What follows belongs to an exercise in optimizing a design on an open flow for small area; a production flow would make more cautious choices.
Function not checked in this run: the RTL went through the layout flow alone.
Power is estimated from default activity; no workload was simulated.

**flow/design.v**
```verilog
module CRC_chk (
    input wire clk
    ,input wire [7:0] CRC_data_in
    ,input wire CRC_en           
    ,input wire CRC_first        
    ,output wire CRC_match       
);
reg [31:0] F;
wire [7:0] D = CRC_data_in;
wire first = CRC_first;
wire [7:0] nb;
assign nb[0] = F[0] ^ F[7] ^ F[12] ^ F[14] ^ F[17] ^ F[21] ^ F[26] ^ F[28] ^ F[29] ^ F[31] ^ D[2] ^ D[4] ^ D[5] ^ D[7];
assign nb[1] = F[0] ^ F[2] ^ F[7] ^ F[11] ^ F[12] ^ F[15] ^ F[16] ^ F[17] ^ F[18] ^ F[19] ^ F[21] ^ F[23] ^ F[25] ^ F[28] ^ F[30] ^ D[0] ^ D[1] ^ D[4] ^ D[7];
assign nb[2] = F[1] ^ F[2] ^ F[3] ^ F[6] ^ F[7] ^ F[9] ^ F[12] ^ F[15] ^ F[16] ^ F[20] ^ F[23] ^ F[25] ^ F[27] ^ F[28] ^ D[2] ^ D[7];
assign nb[3] = F[0] ^ F[1] ^ F[3] ^ F[6] ^ F[7] ^ F[11] ^ F[12] ^ F[17] ^ F[21] ^ F[27] ^ F[28] ^ F[29] ^ D[2] ^ D[6] ^ D[7] ^ first;
assign nb[4] = F[2] ^ F[4] ^ F[6] ^ F[7] ^ F[9] ^ F[12] ^ F[15] ^ F[19] ^ F[23] ^ F[27] ^ F[31] ^ D[1] ^ D[3];
assign nb[5] = F[0] ^ F[1] ^ F[4] ^ F[5] ^ F[9] ^ F[11] ^ F[16] ^ F[24] ^ F[25] ^ F[26] ^ F[31] ^ D[4] ^ D[6];
assign nb[6] = F[1] ^ F[2] ^ F[6] ^ F[7] ^ F[8] ^ F[12] ^ F[16] ^ F[26] ^ F[27] ^ F[29] ^ D[4] ^ D[5] ^ D[7] ^ first;
assign nb[7] = F[0] ^ F[1] ^ F[2] ^ F[4] ^ F[5] ^ F[6] ^ F[9] ^ F[10] ^ F[11] ^ F[18] ^ F[21] ^ F[23] ^ F[27] ^ D[0] ^ D[4];
wire [31:0] Fn = {F[23:0], nb};
always @(posedge clk)
    F <= {F[23:0], CRC_en ? nb : 8'h00};
assign CRC_match = (Fn == 32'h489800b9);
endmodule
module GMII_MAC_RX #
(    
    parameter [31:0] ip1 = {8'd192, 8'd168, 8'd0, 8'd1},
    parameter [31:0] ip2 = {8'd192, 8'd168, 8'd0, 8'd2},
    parameter [31:0] ip3 = {8'd192, 8'd168, 8'd0, 8'd3},
    parameter [31:0] ip4 = {8'd192, 8'd168, 8'd1, 8'd102},
    parameter [31:0] ip5 = {8'd192, 8'd168, 8'd0, 8'd5}
) (
    input wire reset
    ,input wire rx_clk
    ,input wire [7:0] rxd
    ,input wire rxdv
    ,input wire rxer
    ,output wire [7:0] data_out
    ,output wire IP_is_matched
    ,output reg error
    ,output reg CRC_ok
);
localparam [3:0]
    SM_IDLE      = 4'd0,
    SM_PRMBL_RDY = 4'd1,
    SM_SFD       = 4'd2,
    SM_HEAD_MAC  = 4'd3,
    SM_FR_TYPE   = 4'd4,
    SM_PAYLOAD   = 4'd5,
    SM_CRC       = 4'd6,
    SM_IPG       = 4'd7,
    SM_ERROR     = 4'd8,
    SM_FR_VLAN   = 4'd9,
    SM_IP_DEST   = 4'd10;
localparam [7:0]
    PREAMBLE = 8'h55,
    START_FRAME_DELIMITER = 8'h5d;
assign data_out = rxd;
reg [3:0] st, nx;
reg [10:0] cnt;
reg [3:0] vlan_tags_cntr;
reg type_vlan;               
reg [2:0] ip_st;             
reg crc_ok_r;                
reg [2:0] crc_ok_shift;
wire crc_shift_ok = |crc_ok_shift;
wire rx55 = (rxd == PREAMBLE);
wire cnt_idle_full = cnt[2] & cnt[1] & cnt[0];               
wire cnt_head_full = cnt[3] & cnt[2] & cnt[0];               
wire cnt_two       = cnt[1];                                 
wire cnt_low       = (cnt[10:6] == 5'd0);
wire cnt_is12      = cnt_low & (cnt[5:0] == 6'd12);
wire cnt_is20      = cnt[4] & cnt[2];                        
wire cnt_max       = cnt[10] & cnt[8] & cnt[7] & cnt[6] & cnt[4] & cnt[3] & cnt[2];  
wire [5:0] payload_min = (vlan_tags_cntr == 4'd0) ? 6'd46 :
                         (vlan_tags_cntr == 4'd1) ? 6'd42 :
                         (vlan_tags_cntr == 4'd2) ? 6'd38 : 6'd34;
wire cnt_le_min = cnt_low & (cnt[5:0] <= payload_min);
always @(*) begin
    nx = SM_IDLE;
    case (st)
        SM_IDLE :
            if (rxer) nx = SM_ERROR;
            else if (cnt_idle_full) nx = SM_PRMBL_RDY;
            else nx = SM_IDLE;
        SM_PRMBL_RDY :
            if (rxer) nx = SM_ERROR;
            else if (!rx55) nx = SM_IDLE;
            else if (rxdv) nx = SM_SFD;
            else nx = SM_PRMBL_RDY;
        SM_SFD :
            if (rxer || !rxdv) nx = SM_ERROR;
            else if (rx55) nx = SM_SFD;
            else if (rxd == START_FRAME_DELIMITER) nx = SM_HEAD_MAC;
            else nx = SM_IDLE;
        SM_HEAD_MAC :
            if (rxer || !rxdv) nx = SM_ERROR;
            else if (cnt_head_full) nx = SM_FR_TYPE;
            else nx = SM_HEAD_MAC;
        SM_FR_TYPE :
            if (rxer || !rxdv) nx = SM_ERROR;
            else if (cnt_two) nx = type_vlan ? SM_FR_VLAN : SM_PAYLOAD;
            else nx = SM_FR_TYPE;
        SM_FR_VLAN :
            if (rxer || !rxdv) nx = SM_ERROR;
            else if (cnt_two) nx = SM_FR_TYPE;
            else nx = SM_FR_VLAN;
        SM_PAYLOAD :
            if (rxer) nx = SM_ERROR;
            else if (cnt_is12) nx = SM_IP_DEST;
            else if (cnt_max) nx = SM_ERROR;
            else if (!rxdv) nx = cnt_le_min ? SM_ERROR : SM_CRC;
            else nx = SM_PAYLOAD;
        SM_IP_DEST :
            if (rxer || !rxdv) nx = SM_ERROR;
            else if (cnt_is20) nx = SM_PAYLOAD;
            else nx = SM_IP_DEST;
        SM_CRC :
            if (rxer || !crc_shift_ok) nx = SM_ERROR;
            else nx = SM_IPG;
        SM_ERROR :
            nx = SM_IPG;
        default :
            nx = SM_IDLE;
    endcase
end
wire crc_en = (st == SM_HEAD_MAC) || (st == SM_FR_TYPE) || (st == SM_FR_VLAN) ||
              (st == SM_PAYLOAD) || (st == SM_IP_DEST);
wire crc_match;
CRC_chk CRC_chk_inst (
    .clk         (rx_clk),
    .CRC_data_in (rxd),
    .CRC_en      (crc_en),
    .CRC_first   ((st == SM_HEAD_MAC) && !cnt[3] && !(cnt[2] && (cnt[1] || cnt[0]))),
    .CRC_match   (crc_match)
);
wire cnt_inc = (nx == SM_HEAD_MAC) || (nx == SM_FR_TYPE) || (nx == SM_FR_VLAN) ||
               (nx == SM_PAYLOAD) || (nx == SM_IP_DEST) || ((nx == SM_IDLE) && rx55);
wire cnt_restart = ((st == SM_HEAD_MAC) && cnt_head_full) ||
                   (((st == SM_FR_TYPE) || (st == SM_FR_VLAN)) && cnt_two);
always @(posedge rx_clk) begin
    if (reset) begin
        st <= SM_IDLE;
        cnt <= 11'd0;
        ip_st <= 3'd0;
        error <= 1'b0;
        CRC_ok <= 1'b0;
        crc_ok_r <= 1'b0;
        crc_ok_shift <= 3'd0;
    end else begin
        st <= nx;
        cnt <= cnt_inc ? (cnt_restart ? 11'd1 : cnt + 11'd1) : 11'd0;
        crc_ok_shift <= {crc_ok_shift[1:0], crc_ok_r};
        if (crc_en) crc_ok_r <= crc_match;
        else if (st == SM_IDLE) crc_ok_r <= 1'b0;
        if (nx == SM_IP_DEST) begin
            if (rxd == ip1[31:24]) ip_st <= 3'd1;
            else case (ip_st)
                3'd1: ip_st <= (rxd == ip1[23:16]) ? 3'd2 : 3'd0;
                3'd2: ip_st <= (rxd == 8'd0) ? 3'd3 : (rxd == 8'd1) ? 3'd6 : 3'd0;
                3'd3: ip_st <= (rxd == 8'd1 || rxd == 8'd2 || rxd == 8'd3 || rxd == 8'd5) ? 3'd4 : 3'd0;
                3'd6: ip_st <= (rxd == 8'd102) ? 3'd4 : 3'd0;
                default: ip_st <= 3'd0;
            endcase
        end
        if (nx == SM_PRMBL_RDY) begin
            CRC_ok <= 1'b0;
            error <= 1'b0;
        end
        if (nx == SM_IPG && crc_shift_ok) CRC_ok <= 1'b1;
        if (nx == SM_ERROR) error <= 1'b1;
    end
end
assign IP_is_matched = (ip_st == 3'd4);
always @(posedge rx_clk) begin
    if (nx == SM_IDLE) vlan_tags_cntr <= 4'd0;
    else if ((st == SM_FR_VLAN) && (nx == SM_FR_VLAN) && cnt[0])
        vlan_tags_cntr <= vlan_tags_cntr + 1'b1;
    if (nx == SM_FR_TYPE)
        type_vlan <= (st == SM_FR_TYPE) ? (type_vlan & (rxd == 8'h00)) : (rxd == 8'h81);
end
endmodule
```
**flow/flow/run.sh**
```bash
#!/bin/bash
# The standard layout, with two changes: the port buffers are the
# smallest buffer cell, and the clock tree is built from few clock buffers
# without dummy loads.
set -euo pipefail
bash standard.sh \
  BUFFER_PORTS_ARGS="-buffer_cell sky130_fd_sc_hd__buf_1" \
  CTS_ARGS="-sink_clustering_enable -repair_clock_nets -sink_clustering_size 40 -sink_clustering_max_diameter 500 -buf_list sky130_fd_sc_hd__clkbuf_8 -dont_use_dummy_load" \
  finish > standard.log 2>&1
```
**flow/standard.sh**
```bash
#!/bin/bash
# synth_recipe.tcl (not shown) runs the flow's synth.tcl, then flattens the netlist and writes it again
# the make line also repeats each setting of config.mk as NAME=value (left out here)
make -C /OpenROAD-flow-scripts/flow DESIGN_CONFIG=/design/flow/config.mk WORK_HOME=/design/flow/orfs CLKGATE_MAP_FILE= SYNTH_SCRIPT=/design/flow/synth_recipe.tcl "${@:-finish}"
```
**flow/config.mk**
```make
export PLATFORM = sky130hd
export DESIGN_NAME = GMII_MAC_RX
export DESIGN_NICKNAME = GMII_MAC_RX
export VERILOG_FILES = /design/flow/design.v
export SDC_FILE = /design/flow/constraint.sdc
export NUM_CORES = 4
export LEC_CHECK = 0
export CAP_MARGIN = 20
export CORE_MARGIN = 2
export CORE_UTILIZATION = 40
export SLEW_MARGIN = 20
```
**flow/constraint.sdc**
```tcl
create_clock -name core_clock -period 8.0 [get_ports {rx_clk}]
set_input_delay 1.6000 -clock core_clock [delete_from_list [all_inputs] [get_ports {rx_clk}]]
set_output_delay 1.6000 -clock core_clock [all_outputs]
set_load 0.01 [all_outputs]
```
==> run notes <==
- Drt drc: 0
- Largest net degree at the start of global routing: 22
- Routed WL: between 7 and 8 mm
- Setup slack, reg-to-reg: ~4500 ps
- Final hold violation count: 0
- CP required: 8190 ps
- Least-Margin Pin Slew: 847.4 ps
- RD Place Congestion: 0.9397
- Area grow syn2layout: 5.811%
- Nets: 423
- Int Power: 0.7825 mW
- R2R Path Start: vlan_tags_cntr[0]
- CP startpoint: rxd[6]
- Layout cells sized above 1: 6.266%
- Synth Instances: 393
- Logic gate share of total power: 50.1%
- Switching pwr: 0.4957 mW
- Clock sink total: 61
- Worst-path clk slew: 80 ps
- Share of synthesized flip-flops with an asynchronous set or reset: 0%
- Yosys warns: 2
- Final Util: 43.26%
- Initial antenna violation count: 0
- Remaining Overflow, GRT: 0
- Top-Level Pins: 23
- Relative slew margins: a little over two fifths
- WP data arrival: roughly 4200 ps
- P_leak: 1.287 nW
- Die width: 97.96 um
- CTS tree: built
- All-Layer GR Usage: around 17%
- Setup crit end kind: flip-flop
- Post-cts resize count: 0
- Synth unique cells: 67
- Reg2reg end: cnt[7]
- Tcrit/Tclk final: 50.52%
- Dpl ws: 3612 ps
- Syn Nets: roughly 420
- Postcts setup bufs: 0
- TritonCTS buffer count: 9
- Top-count cell post-synth: dfxtp_1
- Yosys top cell area share: 34.02%
- Synth cell count leaders: 60 x dfxtp_1, 59 x xnor2_1, 42 x nor2_1, 19 x nand3_1, 18 x xor2_1
- Port Buffers: 22
- Worst Hold Class: reg2reg
- CORE AREA: 8636 um^2
- DR vias/cell: between 5 and 6
- Final hold slack: 353.1 ps
- Worst skew pair latency: 350 ps
- Clk_skew: 27.90 ps
- Cells after DPL: 498
- Fillers: 877
- Startpoint Class: primary input
- Avg Cell Area, Syn: 8.984 um^2
- 1st-pass router iterations: 4
- Outcome: timing/DRC/antenna clean
- Final slew viol count: 0
- Total negative setup slack: 0 ps
- Design Area, Final: 3736 um^2
- Row count: 34
- Switch share: between 30% and 40%
- Via count: approximately 2700
- Cell area after synthesis: 3531 um^2
- Wirelength per Cell: 15.34 um
- Register-to-Register Path Depth: 12
- Main synth FF type: dfxtp_1
- Vias in the first global route: 2665
- Crit Path Class: in2reg
- Post-synthesis sequential area ratio: 34.87%
- Max VDD drop: 0.1935 mV
- Post-DP Area: 3612 um^2
- EDFF count, synth: 1
- Die height: 97.96 um
- Iter 0 DRT Violations: 104
- Critical Path End: cnt[7]
- Unrepaired setup endpoints after global routing: no
- Setup violations, final: 0
- Overall Power: around 1.3 mW
- Clk pwr share: between 10% and 20%
- Sequential power share: 33.9%
- Die Area: ~9600 um^2
- Synthesized flop and latch total: 61
- Clock Tree Buf Depth: 2
- Ant diodes: 0
- Top cells by area, synth: dfxtp_1 34%, xnor2_1 15%, nor2_1 4.5%
- CTS root buf: clkbuf_8
- DP HPWL: 5.903 mm
- Final Non-Filler Cells: around 510
- H-tree levels: 3
- First-pass GRT wire length: roughly 13 mm
- Antenna Nets Post-Route: 0
- Crit path max fanout: 11
- Initial core utilization: 40.89%
- Synth area leader: dfxtp_1
- Number of hold buffers added after CTS: 0
- PwrDens: between 300 and 400 nW/um^2
- Fin crit period: between 4000 and 5000 ps
- Max Cap Viol: 0
- F_max: 247.4 MHz
- PnR worst setup slack: between 3000 and 4000 ps
[how the worst min path moves through the flow]
| stage | endpoint | cells after the start | slack, ps | from |
|---|---|---|---|---|
| floorplan | CRC_chk_inst.F[30] | 0 | 330 | CRC_chk_inst.F[22] |
| global placement | CRC_chk_inst.F[21] | 0 | 340 | CRC_chk_inst.F[13] |
| detailed placement | CRC_chk_inst.F[30] | 0 | 340 | CRC_chk_inst.F[22] |
| CTS | CRC_chk_inst.F[30] | 0 | 350 | CRC_chk_inst.F[22] |
| global route | CRC_chk_inst.F[30] | 0 | 360 | CRC_chk_inst.F[22] |
| finish | CRC_chk_inst.F[30] | 0 | 350 | CRC_chk_inst.F[22] |
[critical path, stage by stage]
cell,delay [ps]
buf_1,320
nor4bb_1,430
and4_1,330
nand3_1,90
o211a_1,170
and2_1,180
nor2b_1,160
a2111oi_4,790
nor3_1,140
[per-layer routing]
| metal | wire length, um | part of all wire (%) | global-route usage, % |
|---|---|---|---|
| met4 | 189 | 2.4 | 7.051 |
| met2 | 3429 | 44 | 25.82 |
| met5 | 0 | 0 | 0 |
| met3 | 327 | 4.2 | 5.082 |
| met1 | 3830 | 49 | 23.05 |
[flip-flops by register name, summed over array words and instances, names as in the netlist]
signal / count
CRC_chk_inst.F: 32
cnt: 11
st: 4
vlan_tags_cntr: 4
crc_ok_shift: 3
ip_st: 3
CRC_ok: 1
crc_ok_r: 1
error: 1
type_vlan: 1
[kinds of logic after synthesis]
family | share of synthesized area, %
AO/OA/AOI/OAI | 9.887
XOR/XNOR | 19.74
buffers and inverters | 5.457
multiplexers | 0.8505
AND/OR/NAND/NOR | 25.66
adder cells (fa/ha/maj) | 3.544
flip-flops | 34.87
[power by group through the flow]
stage / sequential, mW / clock, mW / combinational, mW
floorplan: 0.411 / 0 / 0.563
CTS: 0.434 / 0.211 / 0.643
global placement: 0.441 / 0 / 0.638
detailed placement: 0.440 / 0 / 0.638
global route: 0.442 / 0.228 / 0.710
finish: 0.433 / 0.205 / 0.641
[placed cells by master, fill, tap and decap left out, types with 2 or more instances in the layout]
cell type,Yosys,routed
nand2b_1,7,7
nor2b_1,9,9
and3_1,5,5
nand4b_1,4,4
nor2_1,42,42
a211oi_1,2,2
nand4_1,3,3
nand2_1,13,13
mux2i_1,3,3
nor4_2,5,5
nor3_1,16,16
o21ai_0,8,8
xnor2_1,59,59
nor3b_1,2,2
a211o_1,2,2
and2_1,3,3
nor4b_1,8,8
a21oi_1,10,10
and4_1,2,2
ha_1,10,10
clkbuf_8,0,9
xor2_1,18,18
inv_1,12,12
or3_1,2,2
nand3_1,19,19
a31oi_1,2,2
nand4bb_1,2,2
dfxtp_1,60,60
buf_1,0,22
nor4bb_1,2,2
nor4_1,3,3
[area by class of cell]
type | instances | area [um^2] | share of cell area, %
multi-input cells | 293 | 2107 | 56.40
flip-flops and latches | 61 | 1231 | 32.95
well taps | 108 | 135.1 | 3.617
clock buffers | 9 | 123.9 | 3.315
repair buffers | 23 | 90.09 | 2.411
inverters | 13 | 48.80 | 1.306

## re-timing with driven ports
The results above use ideal ports. As a check the final layout listed here was re-extracted and re-timed, cells and wires unchanged. Step 1 (the two cells are an assumption about what drives the block):
set clk [get_ports {rx_clk}]
set_driving_cell -lib_cell sky130_fd_sc_hd__clkbuf_16 $clk
set_driving_cell -lib_cell sky130_fd_sc_hd__buf_2 [delete_from_list [all_inputs] $clk]
Step 2 adds t to the input delays and takes it off the output delays; t is the mean of the earliest and latest rising clock arrival at the registers after step 1. Input paths then give back, and output paths get back, about the clock's delay inside the block. a / b / c = no drivers / after step 1 / after step 2; a / b = the first two.
t, ns: 0.364
slack for setup (ns): 3.958 / 3.967 / 3.603
worst slew at a driven data input, ns: 0.03
pins driven straight from the clock port: 1
After both steps setup and hold are still met in this run. For this run, drivers alone change the setup slack by +0.009 ns; drivers and shift together by -0.355 ns.
